From an optimization exercise on the open Yosys and OpenROAD flow, aimed at small area; shortcuts taken in it are not production practice. At most, simulation tests tie the RTL to the original design; equivalence was not proved. The RTL of runs 1 and 2 was laid out without a check of its function. The clock cells of runs 4 to 6 come from the design's own scripts or RTL, not from TritonCTS. The flow treats the clock pin as an ideal source. Dropping or thinning the clock tree relies on that and would not hold on a real chip. Power is estimated from default activity; no workload was simulated.

==> design/flow/design.v <==
module Circuit (
    input clk,
    input entry_sensor,
    input exit_sensor,
    input [1:0] switch,
    input reset,
    output [3:0] parking_slots,
    output door_open_light,
    output full_light,
    output [2:0] capacity,
    output [2:0] best_place,
    output [7:0] sev_data,
    output [4:0] sev_sel
);
  wire en_fast, en_2Hz, en_1Hz, de, dx, pulse, fullent, tick;
  wire [3:0] state;
  PkDiv u_div (.clk(clk), .reset(reset), .en_fast(en_fast), .en_2Hz(en_2Hz), .en_1Hz(en_1Hz));
  PkDeb u_de (.clk(clk), .reset(reset), .b(entry_sensor), .d(de));
  PkDeb u_dx (.clk(clk), .reset(reset), .b(exit_sensor), .d(dx));
  PkFsm u_fsm (.clk(clk), .reset(reset), .en_fast(en_fast), .de(de), .dx(dx), .switch(switch),
               .state(state), .pulse(pulse), .fullent(fullent));
  assign parking_slots = state;
  PkCap u_cap (.state(state), .capacity(capacity), .best_place(best_place));
  PkDoor u_door (.clk(clk), .reset(reset), .en(en_2Hz), .trig(pulse), .led(door_open_light));
  PkFull u_full (.clk(clk), .reset(reset), .en(en_1Hz), .trig(fullent), .led(full_light));
  PkDisp u_disp (.clk(clk), .reset(reset), .capacity(capacity), .best_place(best_place),
                 .sev_data(sev_data), .sev_sel(sev_sel));
endmodule
module PkDiv (input clk, input reset, output en_fast, output en_2Hz, output en_1Hz);
  reg [4:0] c;
  reg [6:0] l;
  wire lt = (l[5:0] == 6'h2a);
  wire lfb = (l[0] ^ l[6]) & ~lt;
  always @(posedge clk or posedge reset) begin
    if (reset) begin
      c <= 5'd0;
      l <= 7'h54;
    end else begin
      c <= c + 5'd1;
      l <= {l[5:0], lfb};
    end
  end
  assign en_fast = ~c[0];
  wire lt7 = lt & (c[2:0] == 3'b111);
  assign en_2Hz = lt7 & ~c[3];
  assign en_1Hz = lt7 & c[3] & ~c[4];
endmodule
module PkDeb (input clk, input reset, input b, output reg d);
  reg [1:0] z;
  always @(posedge clk or posedge reset) begin
    if (reset) begin
      z <= 2'd0; d <= 1'b0;
    end else begin
      z <= {~b & (z[1] ^ z[0]), ~b & ~z[0]};
      d <= &z;
    end
  end
endmodule
module PkFsm (input clk, input reset, input en_fast, input de, input dx, input [1:0] switch,
              output reg [3:0] state, output reg pulse, output fullent);
  wire full = &state;
  wire ent = en_fast & de & ~dx;
  wire ext = en_fast & dx & ~de;
  wire [3:0] clr = {4{ext}} & (4'b0001 << switch);
  wire [3:0] set = {ent & (&state[2:0]), ent & (&state[1:0]), ent & state[0], ent};
  assign fullent = ent & full;
  always @(posedge clk or posedge reset) begin
    if (reset) begin
      state <= 4'd0;
      pulse <= 1'b0;
    end else begin
      state <= (state | set) & ~clr;
      pulse <= (ent & ~full) | |(state & clr);
    end
  end
endmodule
module PkCap (input [3:0] state, output [2:0] capacity, output [2:0] best_place);
  assign capacity[0] = ^state;
  assign capacity[1] = ((state[0] ^ state[1]) & (state[2] ^ state[3])) |
                       ((state[0] | state[1]) ^ (state[2] | state[3]));
  assign capacity[2] = ~(|state);
  assign best_place[2] = &state;
  assign best_place[1] = state[0] & state[1] & ~(state[2] & state[3]);
  assign best_place[0] = state[0] & (~state[1] | state[2]);
endmodule
module PkDoor (input clk, input reset, input en, input trig, output reg led);
  reg tl;
  reg [1:0] p;
  wire idle = ~(p[1] | p[0]);
  always @(posedge clk or posedge reset) begin
    if (reset) begin
      tl <= 1'b0; led <= 1'b0; p <= 2'b00;
    end else begin
      if (trig) tl <= 1'b1;
      else if (en & idle) tl <= 1'b0;
      if (en) begin
        if (idle) begin
          led <= tl;
          p <= {tl, 1'b0};
        end else begin
          led <= ~led & ~p[0];
          if (~led) p <= {1'b0, p[1]};
        end
      end
    end
  end
endmodule
module PkFull (input clk, input reset, input en, input trig, output reg led);
  reg tl;
  reg [1:0] p;
  wire idle = ~(p[1] | p[0]);
  always @(posedge clk or posedge reset) begin
    if (reset) begin
      tl <= 1'b0; led <= 1'b0; p <= 2'b00;
    end else begin
      if (trig) tl <= 1'b1;
      else if (en & idle) tl <= 1'b0;
      if (en) begin
        if (idle) begin
          led <= tl;
          p <= {tl, tl};
        end else begin
          led <= ~led & ~(p == 2'b01);
          if (~led) p <= p - 2'd1;
        end
      end
    end
  end
endmodule
module PkDisp (input clk, input reset, input [2:0] capacity, input [2:0] best_place,
               output reg [7:0] sev_data, output [4:0] sev_sel);
  reg [9:0] r;
  wire tick = ((r & 10'h0ef) == 10'h026);
  wire rfb = (r[8] ^ r[9]) & ~tick;
  reg [3:0] q;
  wire blank = &q[2:0];
  always @(posedge clk or posedge reset) begin
    if (reset) begin
      r <= 10'h04c;
      q <= 4'b1110;
    end else begin
      r <= {r[8:0], rfb};
      if (tick) begin
        if (blank) q[2:0] <= q[3] ? best_place : capacity;
        else begin
          q[3] <= ~q[3];
          q[2:0] <= 3'b111;
        end
      end
    end
  end
  wire ab = q[2] & q[1];
  assign sev_sel = {1'b0, ~q[3] & ab & q[0], ~q[3] & ~ab, q[3] & ab & q[0], q[3] & ~ab};
  always @(*) begin
    case (q[2:0])
      3'd0: sev_data = 8'b00111111;
      3'd1: sev_data = 8'b00000110;
      3'd2: sev_data = 8'b01011011;
      3'd3: sev_data = 8'b01001111;
      3'd4: sev_data = 8'b01100110;
      3'd5: sev_data = 8'b01101101;
      default: sev_data = 8'b00000000;
    endcase
  end
endmodule
==> design/flow/flow/run.sh <==
#!/bin/bash
set -euo pipefail
export BUFFER_PORTS_ARGS="-buffer_cell sky130_fd_sc_hd__buf_1"
export RECOVER_POWER=100
bash standard.sh MATCH_CELL_FOOTPRINT=0 finish > standard_flow.log 2>&1
==> design/flow/standard.sh <==
#!/bin/bash
# synth_recipe.tcl (not shown) runs the flow's synth.tcl, then flattens the netlist and writes it again
# the make line also repeats each setting of config.mk as NAME=value (left out here)
make -C /OpenROAD-flow-scripts/flow DESIGN_CONFIG=/design/flow/config.mk WORK_HOME=/design/flow/orfs CLKGATE_MAP_FILE= SYNTH_SCRIPT=/design/flow/synth_recipe.tcl "${@:-finish}"
==> design/flow/config.mk <==
export PLATFORM = sky130hd
export DESIGN_NAME = Circuit
export DESIGN_NICKNAME = Circuit
export VERILOG_FILES = /design/flow/design.v
export SDC_FILE = /design/flow/constraint.sdc
export NUM_CORES = 4
export LEC_CHECK = 0
export CAP_MARGIN = 20
export CORE_MARGIN = 2
export CORE_UTILIZATION = 40
export SLEW_MARGIN = 20
==> design/flow/constraint.sdc <==
create_clock -name core_clock -period 10.0 [get_ports {clk}]
set_input_delay 2.0000 -clock core_clock [delete_from_list [all_inputs] [get_ports {clk}]]
set_output_delay 2.0000 -clock core_clock [all_outputs]
set_load 0.01 [all_outputs]
==> results of run 1 <==
==> per-stage QoR <==
step | power (uW) | instances | setup slack, ps | cell area, sq um | hold slack, ps
after floorplan | 219 | 167 | 6690 | 1960 | 331
after detailed placement | 232 | 255 | 6560 | 2110 | 349
after global placement | 229 | 255 | 6610 | 2110 | 342
after CTS | 340 | 263 | 6240 | 2190 | 368
final | 333 | 263 | 6260 | 2180 | 363
after global routing | 355 | 263 | 5910 | 2180 | 367
==> cells in the final DEF (no fill, tap or decap), types with 2 or more instances in the layout <==
master and instances:
a21oi_1 7, a31oi_1 7, and3_1 2, buf_1 28, clkbuf_1 3, clkbuf_8 5
conb_1 2, dfrtp_1 36, dfstp_1 7, dfstp_2 2, ha_1 10, inv_1 12
mux2i_1 2, nand2_1 7, nand2b_1 5, nand3_1 2, nand3b_1 2, nand4bb_1 2
nor2_1 13, nor2b_1 5, o21ai_0 6, o31ai_1 2, xnor2_1 6
==> area by class of cell <==
cell class / instances / area share [%]
repair buffers: 29 / 4.99
multi-input cells: 102 / 33.1
clock inverters: 1 / 0.344
clock buffers: 7 / 3.50
inverters: 12 / 2.07
flip-flops and latches: 45 / 52.2
well taps: 67 / 3.84
==> worst reg2reg max path, delay by kind of cell, from the launching register on <==
family        cells  cell delay (ps)
simple gates      3             1290
flops             1              540
xor+xnor          1              190
==> final timing paths <==
path	cells past startpoint	slack, ps	to
hold reg to reg	0	360	u_disp.r[5]$_DFF_PP0_
min in group asynchronous	2	1690	u_disp.r[8]$_DFF_PP0_
hold / removal	0	360	u_disp.r[5]$_DFF_PP0_
setup / recovery	5	6260	capacity[1]
setup reg to reg	4	7920	u_disp.q[3]$_DFFE_PP1P_
max in group asynchronous	3	6420	u_full.tl$_DFFE_PP0P_
==> cell families after synthesis <==
| kind of cell | share of synthesized area [%] |
|---|---|
| multiplexers | 2.75 |
| flip-flops | 58.2 |
| XOR/XNOR | 3.14 |
| adder cells (fa/ha/maj) | 6.41 |
| AND/OR/NAND/NOR | 15.0 |
| AO/OA/AOI/OAI | 9.61 |
| buffers and inverters | 4.68 |
| other | 0.192 |
==> Yosys cell counts (4+ instances only) <==
cell type | instances | area [sq um]
a21oi_1 | 7 | 35.0
nor2_1 | 13 | 48.8
dfrtp_1 | 36 | 901
inv_1 | 12 | 45.0
o21ai_0 | 4 | 20.0
dfstp_2 | 9 | 236
nor2b_1 | 5 | 31.3
buf_4 | 4 | 30.0
nand2b_1 | 5 | 31.3
a31oi_1 | 7 | 43.8
xnor2_1 | 6 | 52.6
ha_1 | 10 | 125
nand2_1 | 7 | 26.3
==> routing by layer <==
metal	routed length [um]	part of all wire [%]	GRT usage, %
met1	1450	43	17.0
met2	1690	50	23.7
met3	134	4.0	4.66
met4	75	2.2	6.67
met5	0	0	0
==> registers in the layout, indices dropped and copies added (netlist names) <==
signal       cells
u_disp.r        10
u_div.l          7
u_div.c          5
u_disp.q         4
u_fsm.state      4
u_de.z           2
u_door.p         2
u_dx.z           2
u_full.p         2
u_de.d           1
u_door.led       1
u_door.tl        1
u_dx.d           1
u_fsm.pulse      1
u_full.led       1
u_full.tl        1
==> power groups by stage <==
stage          Combinational, uW  Sequential, uW  Clock [uW]
6_report                    36.3             191         106
5_1_grt                     42.6             192         120
4_1_cts                     37.5             191         111
3_5_place_dp                37.4             195           0
3_3_place_gp                35.3             194           0
2_1_floorplan               24.3             195           0
==> notes.md, run 1 <==
* Slew @ Worst Pin at 1650 ps
* Peak VDD IR at 97.9 uV
* Post-CTS Setup Bufs at 0
* Sequential Power Share at 57.3%
* DR WL/cell at 12.8 um
* Grt total ovfl at 0
* Post-Route WL at 3.35 mm
* WS Path Type: register to output pin
* Required time worst endpoint at 8000 ps
* Layout cells sized above 1 at 5.61%
* Synth-to-Final Area Change at 11.7%
* Critical Path Start Type: register
* CTS Root Cell: clkbuf_8
* CP Launch Point: u_fsm.state[0]$_DFF_PP0_
* Slew HR at -9.87%
* CTS hold repair buffers at 0
* Fin. Hold Viols at 0
* N_diodes at 0
* Min-delay src: u_disp.r[4]$_DFF_PP0_
* Multi-input gate area in the final layout at 722 sq um
* Min cycle time layout at 3740 ps
* # fillers at 460
* Routability congestion estimate at 0.813
* Storage element area at 0.00114 sq mm
* Slowest stage cell, crit path: dfrtp_1
* TritonCTS clock tree: built
* Worst min path class: register to register
* Yosys cell types at 44
* P_leak at 0.000982 uW
* Setup crit end kind: output pin
* FP Rows at 25
* Worst Path Max Fanout at 6
* Starting Density at 41.4%
* CTS sink cnt at 45
* Setup violations, final at 0
* Cell mode on critical path: ha_1
* Max cap viols at 1
* DIE AREA at 0.00546 sq mm
* Die Span Y at 73.9 um
* Async SR Flop Fraction at 100%
* DRC violations left at 0
* DRT iter0 DRCs at 100
* Vias in the first global route at 1294
* Comb power frac at 10.9%
* Crit path DAT at 1740 ps
* DP Wirelength at 2.48 mm
* Failed Checks: max-capacitance violations, max-slew violations
* First-pass DRT Iterations at 4
* Total track usage at 14.4%
* Setup_tns at 0 ps
* Pint at 250 uW
* Post-synthesis sequential area ratio at 58.2%
* Port Buffer Count at 28
* Setup Skew at 6.02 ps
* Sw Pwr at 83.0 uW
* Worst flop-to-flop path startpoint: u_disp.r[2]$_DFF_PP1_
* Worst-case clock buffer depth at 2
* Period utilisation layout at 37.4%
* Final antenna-violating net count at 0
* Crit-path leading delay family: adder cells
* Cell Chain, Critical Path: inv_1 -> ha_1 -> ha_1 -> or2_2 -> buf_1
* Antenna violations before repair at 0
* Global-route wire length before repair at 5.91 mm
* Post-synth EDFFs at 0
* Status: complete, but fails checks
* Synthesized area at 0.00195 sq mm
* Final Core Density at 46.2%
* Fmax at 267 MHz
* Yosys reg bits at 45
* Count of pins over their slew limit at 33
* CTS buffer count at 5
* Core box area at 0.00472 sq mm
* PwrDens at 153 mW/mm^2
* Unrepaired setup endpoints after global routing: false
* Clock-pin slew on the worst setup and hold paths at 80 ps
* Cells after Synth at 166
* Nets at 211
* Post-Syn Area per Cell at 11.8 sq um
* Ys flop type: dfrtp_1
* Clk pwr share at 31.8%
* Largest net degree at the start of global routing at 33
* Via count at 1283
* Skew-Pair Late Insertion Delay at 290 ps
* Avg Vias per Cell at 4.88
* H-tree depth at 2
* Buf/Inv on CP at 2
* Yosys warnings at 6
* I/O pins at 31
* Post_cts resized at 0
* Largest stage delay, worst path at 430 ps
* Die width at 73.9 um
* Switching power share of the total at 24.9%
==> run 2, diff against run 1 <==
==> design/flow/flow/run.sh (replaced) <==
#!/bin/bash
set -euo pipefail
export BUFFER_PORTS_ARGS="-buffer_cell sky130_fd_sc_hd__buf_1"
export RECOVER_POWER=100
export CTS_ARGS="-sink_clustering_enable -repair_clock_nets -dont_use_dummy_load -buf_list sky130_fd_sc_hd__clkbuf_4 -sink_clustering_size 12 -sink_clustering_max_diameter 60"
bash standard.sh MATCH_CELL_FOOTPRINT=0 finish > standard_flow.log 2>&1
==> run 2 against run 1 <==
- the layout still fails its checks (max-capacitance violations, max-slew violations)
- non-clock buffer count unchanged
- final cell count fell by 1.1%
- sequential power is essentially flat
- hold slack worse by 26 ps
- critical path type unchanged
- sequential cell count is the same
- sequential share of layout area increased by 1.1 points
- worst setup slack lost 66 ps
- final area is 2.1% lower
- via count did not move
- synthesized cell count unchanged
==> notes.md, run 2 <==
* Status: complete, but fails checks
* Failed Checks: max-capacitance violations, max-slew violations
* CTS buffer count at 5 (unchanged)
* Slew @ Worst Pin at 1660 ps (+11.8 ps)
* Antenna violations before repair at 0 (unchanged)
* N_diodes at 0 (unchanged)
* Storage element area at 0.00114 sq mm (unchanged)
* Core box area at 0.00472 sq mm (unchanged)
* Synth-to-Final Area Change at 9.29%
* Multi-input gate area in the final layout at 722 sq um (unchanged)
* Post-synth EDFFs at 0 (unchanged)
* Die width at 73.9 um (unchanged)
* I/O pins at 31 (unchanged)
* CTS hold repair buffers at 0 (unchanged)
* FF-to-FF End: u_disp.q[3]$_DFFE_PP1P_
* Die Span Y at 73.9 um (unchanged)
* Yosys cell types at 44 (unchanged)
* Top reg by flops: u_disp.r
* Global-route wire length before repair at 5.85 mm (-0.93%)
* DRC violations left at 0 (unchanged)
* DR WL/cell at 12.9 um (+1.4%)
* P_leak at 0.000966 uW (-1.6%)
* Port Buffer Count at 28 (unchanged)
* Worst Path Max Fanout at 6 (unchanged)
* Commonest non-fill, non-tap cell in the layout: dfrtp_1
* Layout cells sized above 1 at 5.18% (-0.43 points)
* Count of pins over their slew limit at 33 (unchanged)
* Via count at 1283 (unchanged)
* Hold EP: u_disp.r[5]$_DFF_PP0_
* Post-Route WL at 3.36 mm (+0.24%)
* Inst Count DP at 255 (unchanged)
* Critical Path Start Type: register
* Min cycle time layout at 3810 ps (+66.0 ps)
* Post-Syn Area per Cell at 11.8 sq um (unchanged)
* # fillers at 468 (+1.7%)
* Nets at 211 (unchanged)
* WS Path Type: register to output pin
* DRT iter0 DRCs at 96 (-4.0%)
* Worst min path class: register to register
* Final Instance Count excl. Fillers at 260 (-1.1%)
* Worst-case clock buffer depth at 2 (unchanged)
* Vias in the first global route at 1290 (-0.31%)
* Largest net degree at the start of global routing at 33 (unchanged)
* Fmax at 263 MHz (-1.7%)
* Clock-pin slew on the worst setup and hold paths at 120 ps (+40 ps)
* Yosys reg bits at 45 (unchanged)
* Area leader, netlist: dfrtp_1
* Avg Vias per Cell at 4.93 (+1.2%)
* Reg2reg setup slack at 7910 ps (about the same)
* Ys flop type: dfrtp_1
* Slew HR at -10.7% (-0.79 points)
* Total track usage at 14.3% (-0.087 points)
* First-pass DRT Iterations at 5 (+1)
* Final antenna-violating net count at 0 (unchanged)
* Worst flop-to-flop path startpoint: u_disp.r[2]$_DFF_PP1_
* DP Wirelength at 2.48 mm (unchanged)
* Peak VDD IR at 77.2 uV (-21%)
* Setup crit end kind: output pin
* Setup Skew at 27.3 ps (+21.3 ps)
* Top cells by area, synth: dfrtp_1 (46%), dfstp_2 (12%), ha_1 (6.4%), xnor2_1 (2.7%), nor2_1 (2.5%)
* Final hold slack at 337 ps (-26.3 ps)
* Starting Density at 41.4% (unchanged)
* Yosys warnings at 6 (unchanged)
* Registers with the most flip-flops: u_disp.r: 10 flops, u_div.l: 7 flops, u_div.c: 5 flops
* WHS Path Cells at 0 (unchanged)
* Max cap viols at 1 (unchanged)
* Most frequent cell after synthesis: dfrtp_1
* Share of the synthesized area in the top cell type at 46.1% (unchanged)
* Crit path DAT at 1810 ps (+70 ps)
* Post-CTS Setup Bufs at 0 (unchanged)
* CTS sink cnt at 45 (unchanged)
* Post_cts resized at 0 (unchanged)
* Post-synthesis sequential area ratio at 58.2% (unchanged)
* Setup violations, final at 0 (unchanged)
* R2r worst-path depth at 4 (unchanged)
* Commonest non-fill, non-tap cells in the layout: dfrtp_1 (36), buf_1 (28), nor2_1 (13)
* Required time worst endpoint at 8000 ps (about the same)
* FP Rows at 25 (unchanged)
* Grt total ovfl at 0 (unchanged)
* Routability congestion estimate at 0.813 (unchanged)
* Skew-Pair Late Insertion Delay at 350 ps (+60 ps)
* CTS Root Cell: clkbuf_4
* Pwr Total at 301 uW (-9.7%)
* Largest register FFs at 10 (unchanged)
* Period utilisation layout at 38.1% (+0.66 points)
* Cells after Synth at 166 (unchanged)
* Async SR Flop Fraction at 100% (unchanged)
* Unrepaired setup endpoints after global routing: false
* DIE AREA at 0.00546 sq mm (unchanged)
* Min-delay src: u_disp.r[4]$_DFF_PP0_
* Synth top cells by count: dfrtp_1 (36), nor2_1 (13), inv_1 (12)
* TritonCTS clock tree: built
* Setup_tns at 0 ps (unchanged)
* PwrDens at 141 mW/mm^2 (-7.7%)
* H-tree depth at 2 (unchanged)
* Synthesized area at 0.00195 sq mm (unchanged)
* Fin. Hold Viols at 0 (unchanged)
## run 2: changes by cell type in the layout (fill, tap and decap cells not counted)
| cell | previous run | this run |
|---|---|---|
| clkbuf_4 | 0 | 5 |
| clkinvlp_4 | 1 | 0 |
| clkbuf_8 | 5 | 0 |
| clkbuf_1 | 3 | 1 |
## run 2: where the power goes
group	internal, uW	switching [uW]	total (uW)	leakage, uW
clock network	23.6	49.9	73.5	0.0000230
registers	186	4.87	191	0.000571
logic	14.5	21.7	36.3	0.000372
## run 2: through the flow
step | util, % | setup slack [ps] | instance area (sq um)
6_report | 45.2 | 6190 | 2130
5_1_grt | 45.2 | 5960 | 2130
4_1_cts | 45.4 | 6170 | 2140
3_5_place_dp | 44.6 | 6560 | 2110
3_3_place_gp | 44.6 | 6610 | 2110
2_1_floorplan | - | 6690 | 1960
## run 2: kinds of logic after synthesis
family / Yosys count / synth area share (%)
adder cells (fa/ha/maj): 10 / 6.41
AND/OR/NAND/NOR: 49 / 15.0
other: 1 / 0.192
AO/OA/AOI/OAI: 30 / 9.61
flip-flops: 45 / 58.2
XOR/XNOR: 7 / 3.14
buffers and inverters: 20 / 4.68
multiplexers: 4 / 2.75
## run 2: cell type report
type | count | share of cell area (%)
Clock buffer | 5 | 1.76
Multi-Input combinational cell | 102 | 33.8
Tap cell | 67 | 3.93
Timing Repair Buffer | 29 | 5.10
Sequential cell | 45 | 53.3
Inverter | 12 | 2.11
## run 2: critical path, cell delays in order, from the launching register on
cell and delay, ps:
dfrtp_1 440, inv_1 110, ha_1 210, ha_1 280, or2_2 300, buf_1 130
## run 2: worst max path at each step
stage                             startpoint               endpoint  slack [ps]  cells after the start
finish              u_fsm.state[0]$_DFF_PP0_            capacity[1]        6190                      5
global route                           reset  u_door.tl$_DFFE_PP0P_        5960                      3
CTS                 u_fsm.state[0]$_DFF_PP0_            capacity[1]        6170                      5
detailed placement  u_fsm.state[0]$_DFF_PP0_            capacity[1]        6560                      5
global placement    u_fsm.state[0]$_DFF_PP0_            capacity[1]        6610                      5
floorplan           u_fsm.state[0]$_DFF_PP0_            capacity[1]        6690                      4
## run 2: per-layer routing
| metal | share of wire, % | vias to the layer above | routed length [um] | GRT usage (%) |
|---|---|---|---|---|
| met5 | 0 | - | 0 | 0 |
| met4 | 2.6 | 0 | 86 | 7.68 |
| met3 | 3.8 | 9 | 127 | 4.39 |
| met2 | 49 | 25 | 1650 | 23.2 |
| met1 | 45 | 628 | 1500 | 16.9 |
| li1 | - | 621 | - | - |
==> run 3, diff against run 2 <==
--- a/design/flow/design.v
+++ b/design/flow/design.v
@@ -46,13 +46,13 @@
   assign en_1Hz = lt7 & c[3] & ~c[4];
 endmodule
 module PkDeb (input clk, input reset, input b, output reg d);
-  reg [1:0] z;
+  reg [1:0] g;
   always @(posedge clk or posedge reset) begin
     if (reset) begin
-      z <= 2'd0; d <= 1'b0;
+      g <= 2'b00; d <= 1'b0;
     end else begin
-      z <= {~b & (z[1] ^ z[0]), ~b & ~z[0]};
-      d <= &z;
+      g <= {~b & g[0], ~b & ~g[1]};
+      d <= g[1] & ~g[0];
     end
   end
 endmodule
@@ -137,11 +137,11 @@
   always @(posedge clk or posedge reset) begin
     if (reset) begin
       r <= 10'h04c;
-      q <= 4'b1110;
+      q <= 4'b0110;
     end else begin
       r <= {r[8:0], rfb};
       if (tick) begin
-        if (blank) q[2:0] <= q[3] ? best_place : capacity;
+        if (blank) q[2:0] <= q[3] ? capacity : best_place;
         else begin
           q[3] <= ~q[3];
           q[2:0] <= 3'b111;
@@ -150,7 +150,7 @@
     end
   end
   wire ab = q[2] & q[1];
-  assign sev_sel = {1'b0, ~q[3] & ab & q[0], ~q[3] & ~ab, q[3] & ab & q[0], q[3] & ~ab};
+  assign sev_sel = {1'b0, q[3] & ab & q[0], q[3] & ~ab, ~q[3] & ab & q[0], ~q[3] & ~ab};
   always @(*) begin
     case (q[2:0])
       3'd0: sev_data = 8'b00111111;
==> design/flow/flow/run.sh (replaced) <==
#!/bin/bash
# The standard layout, with three changes that only make it smaller:
#  - port buffers are buf_1 instead of the 10 um2 delay buffer buffer_ports picks;
#  - after the placement resize, every combinational cell is put at its smallest
#    drive strength and repair_design fixes any slew/cap violation (flow/downsize.tcl);
#  - the clock tree uses clkbuf_8 without dummy loads.
set -euo pipefail
export BUFFER_PORTS_ARGS="-buffer_cell sky130_fd_sc_hd__buf_1"
export POST_RESIZE_TCL="$(pwd)/flow/downsize.tcl"
export CTS_ARGS="-sink_clustering_enable -repair_clock_nets -dont_use_dummy_load -buf_list sky130_fd_sc_hd__clkbuf_8"
bash standard.sh finish > standard_flow.log 2>&1
==> design/flow/flow/downsize.tcl (new file) <==
# Post-resize hook: put every combinational cell at its smallest drive strength,
# then let repair_design fix any slew/cap violation this leaves.
set block [ord::get_db_block]
set db [ord::get_db]
set masters {}
foreach lib [$db getLibs] {
  foreach m [$lib getMasters] { dict set masters [$m getName] $m }
}
set dont_use [split $::env(DONT_USE_CELLS)]
set n 0
foreach inst [$block getInsts] {
  set name [[$inst getMaster] getName]
  if {![regexp {^(sky130_fd_sc_hd__[a-z0-9]+)_([0-9]+)$} $name -> base drv]} { continue }
  if {[regexp {__(df|dl|sdf|edf|tap|fill|decap|conb|clk|dly|buf|probe|lpflow)} $base]} { continue }
  set best $name
  set bestA [expr {[[$inst getMaster] getWidth]}]
  foreach cand [dict keys $masters ${base}_*] {
    if {![regexp "^${base}_\[0-9\]+\$" $cand]} { continue }
    if {[lsearch -exact $dont_use $cand] >= 0} { continue }
    set w [[dict get $masters $cand] getWidth]
    if {$w < $bestA || ($w == $bestA && $cand eq "${base}_1")} { set best $cand; set bestA $w }
  }
  if {$best ne $name} {
    replace_cell [$inst getName] $best
    incr n
  }
}
puts "downsize: replaced $n cells"
estimate_parasitics -placement
repair_design
==> run 3 against run 2 <==
- now clean on timing, DRC and antenna
- die area did not move
- synthesized area unchanged
- highest routed layer unchanged
- final area fell by 0.41%
==> notes.md, run 3 <==
* Synth-to-Final Area Change at 8.84%
* Largest net degree at the start of global routing at 46 (+39%)
* Setup_tns at 0 ps (unchanged)
* Area leader, netlist: dfrtp_1
* Grt total ovfl at 0 (unchanged)
* DP Wirelength at 2.40 mm (-3.4%)
* Nets at 208 (-1.4%)
* N_diodes at 0 (unchanged)
* First-pass DRT Iterations at 4 (-1)
* Min cycle time layout at 3670 ps (-139 ps)
* Yosys reg bits at 45 (unchanged)
* Comb power frac at 9.7% (-2.4 points)
* Core box area at 0.00472 sq mm (unchanged)
* Peak VDD IR at 96.2 uV (+25%)
* Port Buffer Count at 28 (unchanged)
* Pint at 243 uW (+8.2%)
* Status: no timing/DRC/antenna violations
* Top cells by area, synth: dfrtp_1 (47%), dfstp_2 (11%), ha_1 (5.1%), nor2_1 (2.9%), inv_1 (2.7%)
* Commonest non-fill, non-tap cells in the layout: dfrtp_1 (37), buf_1 (28), nor2_1 (16)
* Avg Vias per Cell at 4.79 (-2.9%)
* Critical Path Start Type: register
* Post-Syn Area per Cell at 11.8 sq um (+0.61%)
* DRT iter0 DRCs at 45 (-53%)
* Synthesized area at 0.00195 sq mm (unchanged)
* Starting Density at 41.4% (unchanged)
* DRC violations left at 0 (unchanged)
* FP Rows at 25 (unchanged)
* Final Core Density at 45.0% (-0.19 points)
* Clk pwr share at 30.4% (+6.0 points)
* Cells after Synth at 165 (-0.60%)
* Async SR Flop Fraction at 100% (unchanged)
* Final antenna-violating net count at 0 (unchanged)
* Reg2reg setup slack at 7830 ps (-80 ps)
* Fin. Hold Viols at 0 (unchanged)
* Design area at 0.00213 sq mm (-0.41%)
* Share of the synthesized area in the top cell type at 47.4% (+1.3 points)
* Commonest non-fill, non-tap cell in the layout: dfrtp_1
* Required time worst endpoint at 8000 ps (about the same)
* Total track usage at 13.3% (-1.0 points)
* Worst min path class: register to register
* Top reg by flops: u_disp.r
* Layout cells sized above 1 at 8.33% (+3.2 points)
* Skew-Pair Late Insertion Delay at 290 ps (-60 ps)
* Post-Route WL at 3.22 mm (-4.1%)
* CTS hold repair buffers at 0 (unchanged)
* Setup violations, final at 0 (unchanged)
* Ys flop type: dfrtp_1
* I/O pins at 31 (unchanged)
* Sequential Power Share at 59.9% (-3.6 points)
* Slowest stage cell, crit path: dfrtp_1
* Fmax at 273 MHz (+3.8%)
* Yosys warnings at 6 (unchanged)
* Final Instance Count excl. Fillers at 259 (-0.38%)
* Post-synth EDFFs at 0 (unchanged)
* Most frequent cell after synthesis: dfrtp_1
* Setup Skew at 11.2 ps (-16.1 ps)
* Inst Count DP at 254 (-0.39%)
* Unrepaired setup endpoints after global routing: false
* Routability congestion estimate at 0.863 (+6.1%)
* Max cap viols at 0 (-1)
* Antenna violations before repair at 0 (unchanged)
* P_leak at 0.000955 uW (-1.2%)
* Largest stage delay, worst path at 430 ps (about the same)
* DIE AREA at 0.00546 sq mm (unchanged)
* Worst Path Max Fanout at 6 (unchanged)
* Post-CTS Setup Bufs at 0 (unchanged)
* Yosys cell types at 40 (-9.1%)
* DR WL/cell at 12.4 um (-3.8%)
* CTS Root Cell: clkbuf_8
* Post-synthesis sequential area ratio at 58.2% (-0.064 points)
* Worst-case clock buffer depth at 2 (unchanged)
* Post_cts resized at 0 (unchanged)
* TritonCTS clock tree: built
* Count of pins over their slew limit at 0 (-100%)
* Slew HR at 34.4% (+45 points)
* Die width at 73.9 um (unchanged)
* Global-route wire length before repair at 5.44 mm (-7.1%)
* Die Span Y at 73.9 um (unchanged)
* Largest register FFs at 10 (unchanged)
* Crit path DAT at 1670 ps (-140 ps)
* Slew @ Worst Pin at 971 ps (-689 ps)
* Clock-pin slew on the worst setup and hold paths at 80 ps (-40 ps)
* Post-DP Area at 0.00205 sq mm (-2.7%)
* Period utilisation layout at 36.7% (-1.4 points)
* Setup crit end kind: output pin
* Synth top cells by count: dfrtp_1 (37), nor2_1 (15), inv_1 (14)
* H-tree depth at 2 (unchanged)
* Cell Chain, Critical Path: inv_1 -> ha_1 -> ha_1 -> or2_1 -> buf_1
* Registers with the most flip-flops: u_disp.r: 10 flops, u_div.l: 7 flops, u_div.c: 5 flops
* Cell mode on critical path: ha_1
* CTS sink cnt at 45 (unchanged)
* Vias in the first global route at 1225 (-5.0%)
* Via count at 1241 (-3.3%)
* PwrDens at 150 mW/mm^2 (+6.1%)
* Sw Pwr at 75.3 uW (-1.6%)
* WS Path Type: register to output pin
* Final hold slack at 352 ps (+14.7 ps)
* CTS buffer count at 5 (unchanged)
* Switching power share of the total at 23.7% (-1.8 points)
-- run 3: cells by family (layout without fill, tap and decap cells) --
logic type,Yosys count,after routing,synth area share (%)
AND/OR/NAND/NOR,46,46,15.0
XOR/XNOR,7,7,3.14
flip-flops,45,45,58.2
AO/OA/AOI/OAI,32,32,10.5
other,1,2,0.192
adder cells (fa/ha/maj),8,8,5.13
buffers and inverters,22,48,5.06
multiplexers,4,4,2.82
-- run 3: worst paths after layout --
| path | startpoint | to | cells after the start |
|---|---|---|---|
| min in group asynchronous | reset | u_disp.r[5]$_DFF_PP0_ | 3 |
| max in group asynchronous | reset | u_div.l[6]$_DFF_PP1_ | 3 |
| max | u_fsm.state[0]$_DFF_PP0_ | capacity[1] | 5 |
| min reg2reg | u_disp.r[4]$_DFF_PP0_ | u_disp.r[5]$_DFF_PP0_ | 0 |
| max reg2reg | u_div.c[0]$_DFF_PP0_ | u_full.led$_DFFE_PP0P_ | 5 |
| min | u_disp.r[4]$_DFF_PP0_ | u_disp.r[5]$_DFF_PP0_ | 0 |
-- run 3: metrics by stage --
step	total power, uW	setup WS [ps]
global route	336	6200
global placement	225	6610
floorplan	215	6690
finish	318	6330
detailed placement	226	6640
CTS	324	6310
-- run 3: worst max-delay path, delay by kind of cell, from the launching register on --
kind                     cells  cell delay, ps
buffers and inverters        2             230
adder cells (fa/ha/maj)      2             470
AND/OR/NAND/NOR              1             240
flip-flops                   1             430
-- run 3: metal layers --
metal	vias up	global-route usage (%)	part of all wire, %
met3	9	4.25	4.4
met2	23	20.6	48
met1	596	17.2	45
met5	-	0	0
li1	613	-	-
met4	0	5.45	2.1
-- run 3: area by class of cell --
class	instances	area, sq um
repair buffers	29	113
clock buffers	5	68.8
flip-flops and latches	45	1140
multi-input cells	99	672
inverters	14	52.6
fillers	474	2600
well taps	67	83.8
-- run 3: power groups by stage --
stage                     Clock [uW]  Sequential, uW  Combinational, uW
final                           96.7             190               30.9
after global routing             109             191               36.1
after CTS                        102             191               31.8
after detailed placement           0             194               31.7
after global placement             0             193               31.6
after floorplan                    0             194               21.2
==> run 4, diff against run 3 <==
==> design/flow/flow/run.sh (replaced) <==
#!/bin/bash
# Own layout flow: the standard flow (standard.sh) with these changes, none of
# which touches the registers, the floorplan rules or the constraints:
#  1. synthesis: the standard synthesis runs first; then the same synthesis runs
#     again with an area-oriented ABC script and without half-adder extraction.
#     Its netlist is kept only if its flip-flops (names and cell types) are
#     exactly the standard synthesis's; otherwise the standard netlist is used.
#  2. port buffers are buf_1 instead of the 10 um2 delay buffer buffer_ports picks;
#  3. after the placement resize, combinational cells go to their smallest drive
#     strength and repair_design fixes any slew/cap violation (flow/downsize.tcl);
#  4. clock tree: the clock port drives CTS1_K CTS1_BUF buffers, each driving the
#     flip-flops of one placement cluster (flow/cts1.tcl).
# Each tool's output goes to a log file in this folder.
set -euo pipefail
W=$(pwd)
R=$W/orfs/results/sky130hd/Circuit/base
export BUFFER_PORTS_ARGS="-buffer_cell sky130_fd_sc_hd__buf_1"
export POST_RESIZE_TCL="$W/flow/downsize.tcl"
CTS1_K=3
CTS1_BUF=sky130_fd_sc_hd__clkbuf_8

bash standard.sh synth > flow_1_std_synth.log 2>&1
cp $R/1_2_yosys.v $W/std_1_2_yosys.v
cp $R/1_synth.odb $W/std_1_synth.odb 2>/dev/null || true
python3 flow/regs.py $W/std_1_2_yosys.v | sort > std_regs.txt

rm -f $R/1_2_yosys.v $R/1_synth.odb $R/1_synth.sdc $R/1_2_yosys.sdc
if bash standard.sh SYNTH_SCRIPT=$W/flow/my_synth.tcl ADDER_MAP_FILE= synth > flow_2_area_synth.log 2>&1 \
   && python3 flow/regs.py $R/1_2_yosys.v | sort > area_regs.txt \
   && cmp -s std_regs.txt area_regs.txt && [ -s area_regs.txt ]; then
  echo "using area synthesis" > synth_choice.log
else
  echo "using standard synthesis" > synth_choice.log
  rm -f $R/1_2_yosys.v $R/1_synth.odb $R/1_synth.sdc $R/1_2_yosys.sdc
  bash standard.sh synth > flow_2b_std_synth.log 2>&1
fi

bash standard.sh place > flow_3_place.log 2>&1
PLATFORM_DIR=$FLOW_HOME/platforms/sky130hd RESULTS_DIR=$R CTS1_K=$CTS1_K CTS1_BUF=$CTS1_BUF \
  DONT_USE_CELLS="sky130_fd_sc_hd__probe_p_8 sky130_fd_sc_hd__probec_p_8" \
  openroad -no_init -exit flow/cts1.tcl > flow_4_cts1.log 2>&1
cp $R/4_1_cts.odb $R/4_cts.odb
touch $R/4_cts.sdc
bash standard.sh finish > flow_5_finish.log 2>&1
==> design/flow/flow/area.abc (new file) <==
strash
ifraig
dc2
dch -f
amap -m -F 4 -A 8
strash
dch -f
amap -m -F 4 -A 8
topo
==> design/flow/flow/cts1.tcl (new file) <==
# Clock tree of one buffer: the clock port drives a single clock buffer, which
# drives every flip-flop clock pin. Reads 3_place.odb, writes 4_1_cts.odb and
# 4_cts.sdc in RESULTS_DIR.
set P $::env(PLATFORM_DIR)
set R $::env(RESULTS_DIR)
read_lef $P/lef/sky130_fd_sc_hd.tlef
read_lef $P/lef/sky130_fd_sc_hd_merged.lef
read_liberty $P/lib/sky130_fd_sc_hd__tt_025C_1v80.lib
read_db $R/3_place.odb
read_sdc $R/3_place.sdc
source $P/setRC.tcl

set bufcell $::env(CTS1_BUF)
set block [ord::get_db_block]
set clknet [$block findNet clk]
set sinks {}
foreach it [$clknet getITerms] { lappend sinks $it }
set db [ord::get_db]
set k $::env(CTS1_K)
# sink locations
set pts {}
foreach it $sinks {
  set bb [[$it getInst] getBBox]
  lappend pts [list [expr {([$bb xMin] + [$bb xMax]) / 2}] [expr {([$bb yMin] + [$bb yMax]) / 2}]]
}
set n [llength $pts]
# k-means, seeded with sinks spread along the sorted order
set order [lsort -integer -index 0 [lmap p $pts {lindex $p 0}]]
set cent {}
set srt [lsort -real -index 0 $pts]
for {set c 0} {$c < $k} {incr c} { lappend cent [lindex $srt [expr {int(($c + 0.5) * $n / $k)}]] }
for {set iter 0} {$iter < 30} {incr iter} {
  set asg {}
  foreach p $pts {
    set bi 0; set bd 1e18
    for {set c 0} {$c < $k} {incr c} {
      set d [expr {abs([lindex $p 0] - [lindex $cent $c 0]) + abs([lindex $p 1] - [lindex $cent $c 1])}]
      if {$d < $bd} { set bd $d; set bi $c }
    }
    lappend asg $bi
  }
  set newc {}
  for {set c 0} {$c < $k} {incr c} {
    set x 0; set y 0; set m 0
    foreach p $pts a $asg { if {$a == $c} { set x [expr {$x + [lindex $p 0]}]; set y [expr {$y + [lindex $p 1]}]; incr m } }
    if {$m == 0} { lappend newc [lindex $cent $c] } else { lappend newc [list [expr {$x / $m}] [expr {$y / $m}]] }
  }
  set cent $newc
}
for {set c 0} {$c < $k} {incr c} {
  set net($c) [odb::dbNet_create $block clknet_leaf_$c]
  $net($c) setSigType CLOCK
  set b [odb::dbInst_create $block [$db findMaster $bufcell] clkbuf_leaf_$c]
  [$b findITerm A] connect $clknet
  [$b findITerm X] connect $net($c)
  $b setLocation [expr {int([lindex $cent $c 0])}] [expr {int([lindex $cent $c 1])}]
  $b setPlacementStatus PLACED
}
foreach it $sinks a $asg {
  $it disconnect
  $it connect $net($a)
}
puts "cts1: $n clock sinks on $k $bufcell: [lsort $asg]"
set_dont_use $::env(DONT_USE_CELLS)
detailed_placement
check_placement -verbose
set_propagated_clock [all_clocks]
estimate_parasitics -placement
set mx 0
foreach pin [all_registers -clock_pins -edge_triggered] {
  foreach edge {rise fall} { foreach an {min max} {
    set sl [get_property $pin slew_${an}_$edge]
    set mx [expr {max($mx, [sta::time_ui_sta $sl] * 1e12)}]
  } }
}
puts "cts1: worst clock pin slew $mx ps"
report_worst_slack -max
report_worst_slack -min
write_db $R/4_1_cts.odb
write_sdc $R/4_cts.sdc
==> design/flow/flow/my_synth.tcl (new file) <==
# The standard flow's synthesis script (../synth_recipe.tcl), with ABC run on an area-oriented
# script (flow/area.abc) instead of ORFS's speed script. Registers are mapped
# before ABC, so they come out the same as in the standard synthesis.
set ::my_abc_script [file join [file dirname [file normalize [info script]]] area.abc]
proc abc {args} {
  set i [lsearch -exact $args -script]
  if {$i >= 0} { lset args [expr {$i + 1}] $::my_abc_script }
  set j [lsearch -exact $args -constr]
  if {$j >= 0} { set args [lreplace $args $j [expr {$j + 1}]] }
  yosys abc {*}$args
}
source [file join [file dirname [file dirname [file normalize [info script]]]] synth_recipe.tcl]
==> design/flow/flow/regs.py (new file) <==
# Print "name celltype" for every flip-flop in a netlist (drive strength dropped).
import re, sys
t = open(sys.argv[1]).read()
for typ, name in re.findall(r'^\s*(sky130_fd_sc_hd__(?:df|sdf|edf)\w*?)_\d+\s+(\S+)\s*\(', t, re.M):
    print(name, typ)
--- a/design/flow/config.mk
+++ b/design/flow/config.mk
@@ -7,5 +7,6 @@
 export LEC_CHECK = 0
 export CAP_MARGIN = 20
 export CORE_MARGIN = 2
-export CORE_UTILIZATION = 40
+export CORE_UTILIZATION = 70
+export PLACE_DENSITY = 0.85
 export SLEW_MARGIN = 20
==> run 4 against run 3 <==
- still clean on timing, DRC and antenna
- clock skew up 16 ps
- die area down 46%
- combinational power up about 30%
- global-route usage up 9.0 points
- synthesized area down 8.8%
- worst setup slack better by 87 ps
- largest power group unchanged
==> notes.md, run 4 <==
* FP Rows at 18 (-28%)
* Max cap viols at 0 (unchanged)
* Crit-path leading delay family: flip-flops
* Vias in the first global route at 1173 (-4.2%)
* Design area at 0.00195 sq mm (-8.1%)
* Via count at 1349 (+8.7%)
* Pwr Total at 302 uW (-4.9%)
* DRT iter0 DRCs at 34 (-24%)
* Die width at 54.5 um (-26%)
* Largest stage delay, worst path at 590 ps (+160 ps)
* DR WL/cell at 13.1 um (+5.5%)
* Setup WS pre-CTS at 6600 ps (-44.7 ps)
* Slowest stage cell, crit path: dfstp_2
* Post-Route WL at 3.13 mm (-3.0%)
* Commonest non-fill, non-tap cells in the layout: nor2_1 (38), dfrtp_1 (37), buf_1 (28)
* Skew-Pair Late Insertion Delay at 150 ps (-140 ps)
* GR peak layer: met2
* Period utilisation layout at 35.8% (-0.87 points)
* Critical Path Start Type: register
* Post-Syn Area per Cell at 10.0 sq um (-15%)
* P_leak at 0.000847 uW (-11%)
* Grt total ovfl at 0 (unchanged)
* DRC violations left at 0 (unchanged)
* Slew @ Worst Pin at 529 ps (-441 ps)
* Post-synthesis sequential area ratio at 63.8% (+5.6 points)
* Synth top cells by count: nor2_1 (38), dfrtp_1 (37), clkinv_1 (23)
* Core box area at 0.00245 sq mm (-48%)
* Top reg by flops: u_disp.r
* I/O pins at 31 (unchanged)
* Total track usage at 22.3% (+9.0 points)
* Final antenna-violating net count at 0 (unchanged)
* Cell mode on critical path: nor2_1
* Slew HR at 64.7% (+30 points)
* GR Util met3 at 1.37% (-2.9 points)
* Setup crit end kind: output pin
* Status: no timing/DRC/antenna violations
* Fmax at 279 MHz (+2.4%)
* Async SR Flop Fraction at 100% (unchanged)
* Yosys warnings at 6 (unchanged)
* Unrepaired setup endpoints after global routing: false
* WS Path Type: register to output pin
* Top cells by area, synth: dfrtp_1 (52%), dfstp_2 (12%), nor2_1 (8.0%), clkinv_1 (4.8%), o21ai_0 (3.1%)
* Most frequent cell after synthesis: nor2_1
* DIE AREA at 0.00296 sq mm (-46%)
* Required time worst endpoint at 8000 ps (about the same)
* Layout cells sized above 1 at 6.25% (-2.1 points)
* Die Span Y at 54.5 um (-26%)
* Storage element area at 0.00114 sq mm (unchanged)
* Ys flop type: dfrtp_1
* Nets at 216 (+3.8%)
* Global-route wire length before repair at 4.82 mm (-11%)
* Routability congestion estimate at 0.806 (-6.6%)
* DP Wirelength at 2.37 mm (-1.2%)
* Buf/Inv on CP at 2 (unchanged)
* Count of pins over their slew limit at 0 (unchanged)
* Port Buffer Count at 28 (unchanged)
* Starting Density at 72.6% (+31 points)
* # fillers at 167 (-65%)
* Met2 usage at 40.2% (+20 points)
* Largest register FFs at 10 (unchanged)
* N_diodes at 0 (unchanged)
* Clock-pin slew on the worst setup and hold paths at 100 ps (+20 ps)
* Multi-input gate area in the final layout at 533 sq um (-21%)
* Setup Skew at 27.1 ps (+15.9 ps)
* Peak VDD IR at 189 uV (+96%)
* First-pass DRT Iterations at 4 (unchanged)
* Cells after Synth at 178 (+7.9%)
* Setup ws final at 6420 ps (+87.2 ps)
* Cell Chain, Critical Path: clkinv_1 -> nor2_1 -> nand2_1 -> nor2_1 -> buf_1
* Setup_tns at 0 ps (unchanged)
* Post-synth EDFFs at 0 (unchanged)
* Yosys cell types at 25 (-38%)
* Worst Path Max Fanout at 7 (+1)
* Antenna violations before repair at 0 (unchanged)
* Crit path DAT at 1580 ps (-90 ps)
* Grt met1 use at 30.4% (+13 points)
* Share of the synthesized area in the top cell type at 52.0% (+4.6 points)
* Largest net degree at the start of global routing at 46 (unchanged)
* Yosys reg bits at 45 (unchanged)
* Area leader, netlist: dfrtp_1
* Synth-to-Final Area Change at 9.69%
* PwrDens at 155 mW/mm^2 (+3.4%)
* Avg Vias per Cell at 5.67 (+18%)
* Synthesized area at 0.00178 sq mm (-8.8%)
* Worst min path class: register to register
* Setup violations, final at 0 (unchanged)
* Fin. Hold Viols at 0 (unchanged)
* Registers with the most flip-flops: u_disp.r: 10 flops, u_div.l: 7 flops, u_div.c: 5 flops
* Min cycle time layout at 3580 ps (-87.2 ps)
* Post-DP Area at 0.00191 sq mm (-6.7%)
* Commonest non-fill, non-tap cell in the layout: nor2_1
[run 4: cell count changes in the layout (fill, tap and decap cells not counted), moves of 3 or more]
cell	change
ha_1	-8
a21oi_1	-3
clkinv_1	+23
o41ai_1	-3
a31oi_1	-4
nor2_1	+22
o21ai_1	+3
o32ai_1	+4
nor4_1	+3
xnor2_1	-6
nand2_1	+6
inv_1	-14
o22ai_1	+5
[run 4: where the power goes]
part	leakage (uW)	internal, uW	switching [uW]
registers	0.000566	188	7.34
logic	0.000259	13.3	26.8
clock network	0.0000216	27.6	39.6
total	0.000847	229	73.7
[run 4: logic make-up after synthesis]
kind of cell	Yosys count	synth area share (%)
buf+inv	27	6.53
compound gates	35	12.3
other cells	1	0.210
flops	45	63.8
simple gates	70	17.2
[run 4: layout make-up]
type,instances,share of cell area [%]
flip-flops and latches,45,58.1
multi-input cells,107,27.3
repair buffers,30,6.15
inverters,23,4.42
plain buffers,3,2.11
well taps,30,1.92
[run 4: metal layers]
metal | vias to the layer above | wire [um]
li1 | 656 | -
met1 | 651 | 1370
met2 | 34 | 1570
met3 | 8 | 130
met4 | 0 | 55
met5 | - | 0
[run 4: stage by stage]
stage               std cells  utilization (%)  hold WS, ps
floorplan                 179                -          331
global placement          235             77.9          340
detailed placement        235             77.9          345
global route              238             79.6          372
finish                    238             79.6          356
[run 4: path summary, 6_finish.rpt]
path / from / end / slack (ps) / cells after the start
worst max-delay path: u_disp.q[2]$_DFFE_PP1N_ / sev_sel[3] / 6420 / 5
worst min-delay path: u_disp.r[0]$_DFF_PP0_ / u_disp.r[1]$_DFF_PP0_ / 360 / 0
worst max register to register: u_div.c[0]$_DFF_PP0_ / u_full.p[0]$_DFFE_PP0P_ / 7910 / 9
worst min register to register: u_disp.r[0]$_DFF_PP0_ / u_disp.r[1]$_DFF_PP0_ / 360 / 0
max in group asynchronous: reset / u_disp.q[1]$_DFFE_PP1N_ / 7660 / 3
min in group asynchronous: reset / u_dx.g[0]$_DFF_PP0_ / 1940 / 3
==> run 5, diff against run 4 <==
--- a/design/flow/flow/run.sh
+++ b/design/flow/flow/run.sh
@@ -8,7 +8,7 @@
 #  2. port buffers are buf_1 instead of the 10 um2 delay buffer buffer_ports picks;
 #  3. after the placement resize, combinational cells go to their smallest drive
 #     strength and repair_design fixes any slew/cap violation (flow/downsize.tcl);
-#  4. clock tree: the clock port drives CTS1_K CTS1_BUF buffers, each driving the
+#  4. clock tree: the clock port drives CTS1_K clkbuf_8 buffers, each driving the
 #     flip-flops of one placement cluster (flow/cts1.tcl).
 # Each tool's output goes to a log file in this folder.
 set -euo pipefail
@@ -16,8 +16,6 @@
 R=$W/orfs/results/sky130hd/Circuit/base
 export BUFFER_PORTS_ARGS="-buffer_cell sky130_fd_sc_hd__buf_1"
 export POST_RESIZE_TCL="$W/flow/downsize.tcl"
-CTS1_K=3
-CTS1_BUF=sky130_fd_sc_hd__clkbuf_8
 
 bash standard.sh synth > flow_1_std_synth.log 2>&1
 cp $R/1_2_yosys.v $W/std_1_2_yosys.v
@@ -36,8 +34,8 @@
 fi
 
 bash standard.sh place > flow_3_place.log 2>&1
-PLATFORM_DIR=$FLOW_HOME/platforms/sky130hd RESULTS_DIR=$R CTS1_K=$CTS1_K CTS1_BUF=$CTS1_BUF \
-  DONT_USE_CELLS="sky130_fd_sc_hd__probe_p_8 sky130_fd_sc_hd__probec_p_8" \
+PLATFORM_DIR=$FLOW_HOME/platforms/sky130hd RESULTS_DIR=$R CTS1_K=${CTS1_K:-3} \
+  CTS1_BUF=sky130_fd_sc_hd__clkbuf_8 DONT_USE_CELLS="sky130_fd_sc_hd__probe_p_8 sky130_fd_sc_hd__probec_p_8" \
   openroad -no_init -exit flow/cts1.tcl > flow_4_cts1.log 2>&1
 cp $R/4_1_cts.odb $R/4_cts.odb
 touch $R/4_cts.sdc
==> design/flow/flow/area.abc (replaced) <==
strash
ifraig
dc2
dch -f
amap
topo
--- a/design/flow/config.mk
+++ b/design/flow/config.mk
@@ -7,6 +7,5 @@
 export LEC_CHECK = 0
 export CAP_MARGIN = 20
 export CORE_MARGIN = 2
-export CORE_UTILIZATION = 70
-export PLACE_DENSITY = 0.85
+export CORE_UTILIZATION = 40
 export SLEW_MARGIN = 20
==> run 5 against run 4 <==
- worst setup slack gained 130 ps
- synthesized cell count up 1.7%
- via count is 7.0% lower
- global-route usage down 10 points
- hold slack better by 3.0 ps
- critical endpoint is now sev_sel[1]
- still clean on timing, DRC and antenna
- final area up 2.4%
==> notes.md, run 5 <==
* Status: no timing/DRC/antenna violations
* Crit path capture: sev_sel[1]
* Die width at 71.3 um (+31%)
* Count of pins over their slew limit at 0 (unchanged)
* Post-synthesis sequential area ratio at 62.8% (-0.97 points)
* Setup WS pre-CTS at 6740 ps (+142 ps)
* WS Path Type: register to output pin
* Post-Syn Area per Cell at 10.0 sq um (-0.14%)
* Required time worst endpoint at 8000 ps (about the same)
* FP Rows at 24 (+6)
* Antenna violations before repair at 0 (unchanged)
* Inst Count DP at 259 (+10%)
* Largest register FFs at 10 (unchanged)
* Clock-pin slew on the worst setup and hold paths at 90 ps (about the same)
* Cells after Synth at 181 (+1.7%)
* Total track usage at 12.3% (-10 points)
* Yosys warnings at 6 (unchanged)
* Commonest non-fill, non-tap cells in the layout: nor2_1 (39), dfrtp_1 (37), clkinv_1 (28), buf_1 (28), nand2_1 (11)
* N_diodes at 0 (unchanged)
* Grt total ovfl at 0 (unchanged)
* Worst Path Max Fanout at 5 (-2)
* Fmax at 290 MHz (+3.9%)
* Worst min path class: register to register
* Crit path DAT at 1450 ps (-130 ps)
* Post-DP Area at 0.00196 sq mm (+2.5%)
* Unrepaired setup endpoints after global routing: false
* Final Instance Count excl. Fillers at 262 (+10%)
* Fin. Hold Viols at 0 (unchanged)
* Share of the synthesized area in the top cell type at 51.2% (-0.79 points)
* Slew HR at 48.2% (-16 points)
* Routability congestion estimate at 0.809 (+0.40%)
* First-pass DRT Iterations at 4 (unchanged)
* Commonest non-fill, non-tap cell in the layout: nor2_1
* DP Wirelength at 2.26 mm (-4.4%)
* R2r worst-path depth at 6 (-3)
* Skew-Pair Late Insertion Delay at 150 ps (about the same)
* Setup Skew at 6.39 ps (-20.7 ps)
* Final antenna-violating net count at 0 (unchanged)
* Yosys cell types at 28 (+12%)
* Async SR Flop Fraction at 100% (unchanged)
* Starting Density at 41.6% (-31 points)
* Yosys reg bits at 45 (unchanged)
* Via count at 1254 (-7.0%)
* DIE AREA at 0.00508 sq mm (+71%)
* Design area at 0.00200 sq mm (+2.4%)
* Vias in the first global route at 1166 (-0.60%)
* Min cycle time layout at 3450 ps (-134 ps)
* P_leak at 0.000845 uW (-0.19%)
* I/O pins at 31 (unchanged)
* Critical Path Start Type: register
* Port Buffer Count at 28 (unchanged)
* Period utilisation layout at 34.5% (-1.3 points)
* Synthesized area at 0.00181 sq mm (+1.5%)
* Reg2reg setup slack at 7910 ps (about the same)
* Area leader, netlist: dfrtp_1
* Worst flop-to-flop path startpoint: u_div.l[0]$_DFF_PP0_
* Registers with the most flip-flops: u_disp.r: 10 flops, u_div.l: 7 flops, u_div.c: 5 flops
* Top cells by area, synth: dfrtp_1 (51%), dfstp_2 (12%), nor2_1 (8.1%), clkinv_1 (5.8%), nand2_1 (2.3%)
* Setup crit end kind: output pin
* Top reg by flops: u_disp.r
* Most frequent cell after synthesis: nor2_1
* Post-Route WL at 2.91 mm (-6.8%)
* Setup violations, final at 0 (unchanged)
* DR WL/cell at 11.1 um (-15%)
* Largest net degree at the start of global routing at 46 (unchanged)
* CP Launch Point: u_disp.q[1]$_DFFE_PP1N_
* Synth top cells by count: nor2_1 (39), dfrtp_1 (37), clkinv_1 (28)
* Max cap viols at 0 (unchanged)
* Post-synth EDFFs at 0 (unchanged)
* Core box area at 0.00435 sq mm (+77%)
* Setup_tns at 0 ps (unchanged)
* FF-to-FF End: u_door.tl$_DFFE_PP0P_
* Nets at 218 (+0.93%)
* DRC violations left at 0 (unchanged)
* PwrDens at 155 mW/mm^2 (about the same)
* Peak VDD IR at 70.4 uV (-63%)
* Global-route wire length before repair at 5.33 mm (+11%)
* Synth-to-Final Area Change at 10.7%
* Ys flop type: dfrtp_1
* Die Span Y at 71.3 um (+31%)
* Slew @ Worst Pin at 769 ps (+240 ps)
* Layout cells sized above 1 at 5.71% (-0.54 points)
* DRT iter0 DRCs at 77 (+130%)
* Avg Vias per Cell at 4.79 (-16%)
* Final hold slack at 359 ps (+3.05 ps)
* Setup ws final at 6550 ps (+134 ps)
run 5: per-stage QoR:
| stage | util, % | power (uW) |
|---|---|---|
| 2_1_floorplan | - | 228 |
| 3_5_place_dp | 45.0 | 245 |
| 3_3_place_gp | 45.0 | 245 |
| 5_1_grt | 46.0 | 329 |
| 6_report | 46.0 | 309 |
run 5: worst min path at each step:
stage	end	cells past startpoint	startpoint	slack (ps)
2_1_floorplan	u_disp.r[5]$_DFF_PP0_	0	u_disp.r[4]$_DFF_PP0_	330
3_3_place_gp	u_disp.r[5]$_DFF_PP0_	0	u_disp.r[4]$_DFF_PP0_	340
3_5_place_dp	u_disp.r[5]$_DFF_PP0_	0	u_disp.r[4]$_DFF_PP0_	350
5_1_grt	u_disp.r[5]$_DFF_PP0_	0	u_disp.r[4]$_DFF_PP0_	370
6_report	u_disp.r[5]$_DFF_PP0_	0	u_disp.r[4]$_DFF_PP0_	360
run 5: cells by family after synthesis:
family,share of synthesized area [%]
AND/OR/NAND/NOR,17.8
flip-flops,62.8
buffers and inverters,7.47
AO/OA/AOI/OAI,11.7
other,0.207
run 5: per-layer routing:
layer | global-route usage (%) | part of all wire, %
met2 | 18.6 | 43
met1 | 19.6 | 52
met5 | 0 | 0
met4 | 1.05 | 0.93
met3 | 1.83 | 4.4
run 5: where the power goes:
part / leakage, uW / switching [uW] / internal (uW)
sequential: 0.000570 / 6.60 / 188
clock: 0.0000216 / 41.1 / 27.6
combinational: 0.000254 / 31.1 / 15.4
run 5: layout make-up:
cell class | count | area [sq um]
plain buffers | 3 | 41.3
fillers | 410 | 2350
inverters | 28 | 105
multi-input cells | 105 | 542
flip-flops and latches | 45 | 1140
well taps | 52 | 65.1
repair buffers | 29 | 113
run 5: critical path, cell delays in order, from the launching register on:
cell and delay [ps]:
dfstp_2 570, clkinv_1 130, nor2_1 170, clkinv_1 100, nor2_1 140, buf_1 180
==> run 6, diff against run 5 <==
--- a/design/flow/design.v
+++ b/design/flow/design.v
@@ -130,13 +130,13 @@
 module PkDisp (input clk, input reset, input [2:0] capacity, input [2:0] best_place,
                output reg [7:0] sev_data, output [4:0] sev_sel);
   reg [9:0] r;
-  wire tick = ((r & 10'h0ef) == 10'h026);
-  wire rfb = (r[8] ^ r[9]) & ~tick;
+  wire tick = ((r & 10'h1ee) == 10'h0c8);
+  wire rfb = (r[0] ^ r[9]) | tick;
   reg [3:0] q;
   wire blank = &q[2:0];
   always @(posedge clk or posedge reset) begin
     if (reset) begin
-      r <= 10'h04c;
+      r <= 10'h191;
       q <= 4'b0110;
     end else begin
       r <= {r[8:0], rfb};
==> design/flow/flow/area.abc (replaced) <==
strash
ifraig
dc2
dch -f
amap -m -F 4 -A 8
strash
dch -f
amap -m -F 4 -A 8
topo
==> run 6 against run 5 <==
- sequential power rose by 2%
- via count grew 5.6%
- first-iteration DRC count shrank 19%
==> notes.md, run 6 <==
* Status: no timing/DRC/antenna violations
* Design area at 0.00200 sq mm (about the same)
* Inst Count DP at 263 (+1.5%)
* XOR/XNOR Fraction of Synth Area at 0% (unchanged)
* Starting Density at 41.4% (-0.20 points)
* Post-Route WL at 3.19 mm (+9.6%)
* DIE AREA at 0.00505 sq mm (-0.46%)
* Setup_tns at 0 ps (unchanged)
* Routability congestion estimate at 0.858 (+6.0%)
* Vias in the first global route at 1228 (+5.3%)
* Sequential Power Share at 62.9% (about the same)
* Crit path DAT at 1580 ps (+130 ps)
* Global-route wire length before repair at 5.54 mm (+3.9%)
* Largest register FFs at 10 (unchanged)
* Async SR Flop Fraction at 100% (unchanged)
* Die width at 71.1 um (-0.23%)
* Required time worst endpoint at 8000 ps (about the same)
* Multiplexer area fraction after synthesis at 0% (unchanged)
* Nets at 222 (+1.8%)
* Top cells by area, synth: dfrtp_1 (50%), dfstp_2 (13%), nor2_1 (8.1%), clkinv_1 (5.4%), o21ai_0 (3.6%)
* Final Instance Count excl. Fillers at 266 (+1.5%)
* Grt total ovfl at 0 (unchanged)
* Antenna violations before repair at 0 (unchanged)
* Avg Vias per Cell at 4.98 (+4.0%)
* Simple-gate area share of the yosys netlist at 18.1% (+0.23 points)
* Clock-pin slew on the worst setup and hold paths at 100 ps (about the same)
* Clk pwr share at 22.5% (+0.3 points)
* Final antenna-violating net count at 0 (unchanged)
* # fillers at 416 (+1.5%)
* Area leader, netlist: dfrtp_1
* Commonest non-fill, non-tap cells in the layout: nor2_1 (39), dfrtp_1 (36), buf_1 (28)
* Setup crit end kind: output pin
* Largest net degree at the start of global routing at 46 (unchanged)
* Yosys reg bits at 45 (unchanged)
* P_leak at 0.000853 uW (+0.85%)
* Post-synthesis sequential area ratio at 63.2% (+0.37 points)
* Setup Skew at 8.53 ps (+2.14 ps)
* Max cap viols at 0 (unchanged)
* Synth top cells by count: nor2_1 (39), dfrtp_1 (36), clkinv_1 (26)
* Slew @ Worst Pin at 652 ps (-117 ps)
* DRT iter0 DRCs at 62 (-19%)
* Compound-Gate Fraction of Synth Area at 11.5% (-0.22 points)
* Cells after Synth at 184 (+1.7%)
* Peak VDD IR at 96.9 uV (+38%)
* Fin. Hold Viols at 0 (unchanged)
* Post-synth EDFFs at 0 (unchanged)
* Post-Syn Area per Cell at 9.79 sq um (-2.1%)
* Min cycle time layout at 3580 ps (+136 ps)
* Synthesized area at 0.00180 sq mm (-0.48%)
* Switching power share of the total at 26.4% (+0.93 points)
* Largest family of logic cells by synthesized area: simple AND/OR/NAND/NOR gates
* Port Buffer Count at 28 (unchanged)
* Worst min path class: register to register
* Fmax at 279 MHz (-3.8%)
* Most frequent cell after synthesis: nor2_1
* Share of the synthesized area in the top cell type at 50.0% (-1.1 points)
* DRC violations left at 0 (unchanged)
* Comb power frac at 14.5% (-0.5 points)
* DR WL/cell at 12.0 um (+7.9%)
* Setup violations, final at 0 (unchanged)
* FP Rows at 24 (unchanged)
* Pint at 232 uW (+0.48%)
* Commonest non-fill, non-tap cell in the layout: nor2_1
* Yosys cell types at 25 (-11%)
* Registers with the most flip-flops: u_disp.r: 10 flops, u_div.l: 7 flops, u_div.c: 5 flops
* PwrDens at 157 mW/mm^2 (+1.8%)
* Via count at 1324 (+5.6%)
* Slew HR at 56.1% (+7.9 points)
* Total track usage at 13.0% (+0.72 points)
* DP Wirelength at 2.35 mm (+4.0%)
* Ys flop type: dfrtp_1
* Die Span Y at 71.1 um (-0.23%)
* Unrepaired setup endpoints after global routing: false
* Count of pins over their slew limit at 0 (unchanged)
* Yosys warnings at 6 (unchanged)
* Period utilisation layout at 35.8% (+1.4 points)
* Post-DP Area at 0.00196 sq mm (about the same)
* Top reg by flops: u_disp.r
* Post-synthesis adder-cell area fraction at 0% (unchanged)
* Core box area at 0.00435 sq mm (unchanged)
* Sw Pwr at 83.1 uW (+5.5%)
* First-pass DRT Iterations at 4 (unchanged)
* WS Path Type: register to output pin
* Layout cells sized above 1 at 6.54% (+0.83 points)
* N_diodes at 0 (unchanged)
* Critical Path Start Type: register
* Skew-Pair Late Insertion Delay at 150 ps (about the same)
* I/O pins at 31 (unchanged)
* Synth-to-Final Area Change at 11.1%
* Worst Path Max Fanout at 6 (+1)
-- run 6: cells by family after synthesis --
family | after synthesis
buffers and inverters | 30
other | 1
flip-flops | 45
AND/OR/NAND/NOR | 75
AO/OA/AOI/OAI | 33
-- run 6: worst max-delay path: stages (launching register included) --
cell	delay, ps
dfrtp_1	450
nor4_1	620
o21ai_1	190
buf_1	170
-- run 6: area by class of cell --
class	count	area [sq um]	share of cell area, %
Sequential cell	45	1140	56.8
Multi-Input combinational cell	110	539	27.0
Buffer	3	41.3	2.06
Timing Repair Buffer	30	120	6.00
Inverter	26	97.6	4.88
Tap cell	52	65.1	3.25
-- run 6: per-stage QoR --
| stage | total power [uW] | utilization, % | setup WS (ps) | hold WS [ps] |
|---|---|---|---|---|
| 2_1_floorplan | 231 | - | 6650 | 354 |
| 3_3_place_gp | 247 | 45.0 | 6660 | 360 |
| 3_5_place_dp | 248 | 45.0 | 6650 | 359 |
| 5_1_grt | 331 | 45.9 | 6330 | 384 |
| 6_report | 315 | 45.9 | 6420 | 374 |
-- run 6: layer usage --
metal	up-vias	GRT usage (%)	routed length [um]
met4	0	2.31	33
met1	628	20.2	1620
met5	-	0	0
li1	666	-	-
met2	27	19.6	1380
met3	3	1.99	161
-- run 6: worst paths after layout --
check                                    startpoint                      end  slack [ps]  depth (start not counted)
setup reg to reg               u_div.c[0]$_DFF_PP0_  u_full.p[0]$_DFFE_PP0P_        7910                          9
hold reg to reg               u_disp.r[7]$_DFF_PP1_    u_disp.r[8]$_DFF_PP1_         370                          0
max in group asynchronous                     reset     u_div.l[2]$_DFF_PP1_        7680                          3
min in group asynchronous                     reset      u_de.g[1]$_DFF_PP0_        1940                          3
setup / recovery           u_fsm.state[3]$_DFF_PP0_              capacity[1]        6420                          3
hold / removal                u_disp.r[7]$_DFF_PP1_    u_disp.r[8]$_DFF_PP1_         370                          0
-- run 6: power by group through the flow --
stage	clock (uW)	sequential, uW	combinational [uW]
finish	71.0	198	45.7
floorplan	0	201	29.6
global placement	0	201	45.5
global route	79.4	200	51.5
detailed placement	0	202	46.1

-- port drivers added, routing unchanged --
The flow's constraints put no driver on any port. The routed layouts listed below were extracted and timed again, unchanged, in two steps.
Step 1 (the two cells are an assumption about what drives the block):
set clk [get_ports {clk}]
set_driving_cell -lib_cell sky130_fd_sc_hd__clkbuf_16 $clk
set_driving_cell -lib_cell sky130_fd_sc_hd__buf_2 [delete_from_list [all_inputs] $clk]
Step 2, shift: input delay + t, output delay - t, t = (earliest + latest rising clock arrival at the registers) / 2. This alone moves slack from input paths to output paths.
Slacks: no drivers / after step 1 / after step 2; pairs: no drivers / after step 1.
| run | t (ns) | setup WS [ns] | worst hold slack (ns) | worst setup path at the end | worst slew at a driven data input, ns |
|---|---|---|---|---|---|
| run 1 | 0.313 | 6.260 / 6.233 / 6.110 | 0.363 / 0.363 / 0.363 | input, reset recovery | 0.03 |
| run 2 | 0.358 | 6.194 / 6.170 / 6.095 | 0.337 / 0.337 / 0.337 | input, reset recovery | 0.03 |
| run 3 | 0.311 | 6.333 / 6.307 / 6.618 | 0.352 / 0.352 / 0.352 | register to output | 0.03 |
| run 4 | 0.183 | 6.420 / 6.378 / 6.562 | 0.356 / 0.356 / 0.356 | register to output | 0.03 |
| run 5 | 0.186 | 6.554 / 6.513 / 6.699 | 0.359 / 0.359 / 0.359 | register to output | 0.04 |
| run 6 | 0.193 | 6.419 / 6.374 / 6.567 | 0.374 / 0.374 / 0.374 | register to output | 0.05 |
The setup slack of run 1, which loses most, moves by -0.027 ns with the drivers and by -0.150 ns with both steps. Setup slack includes reset recovery checks.
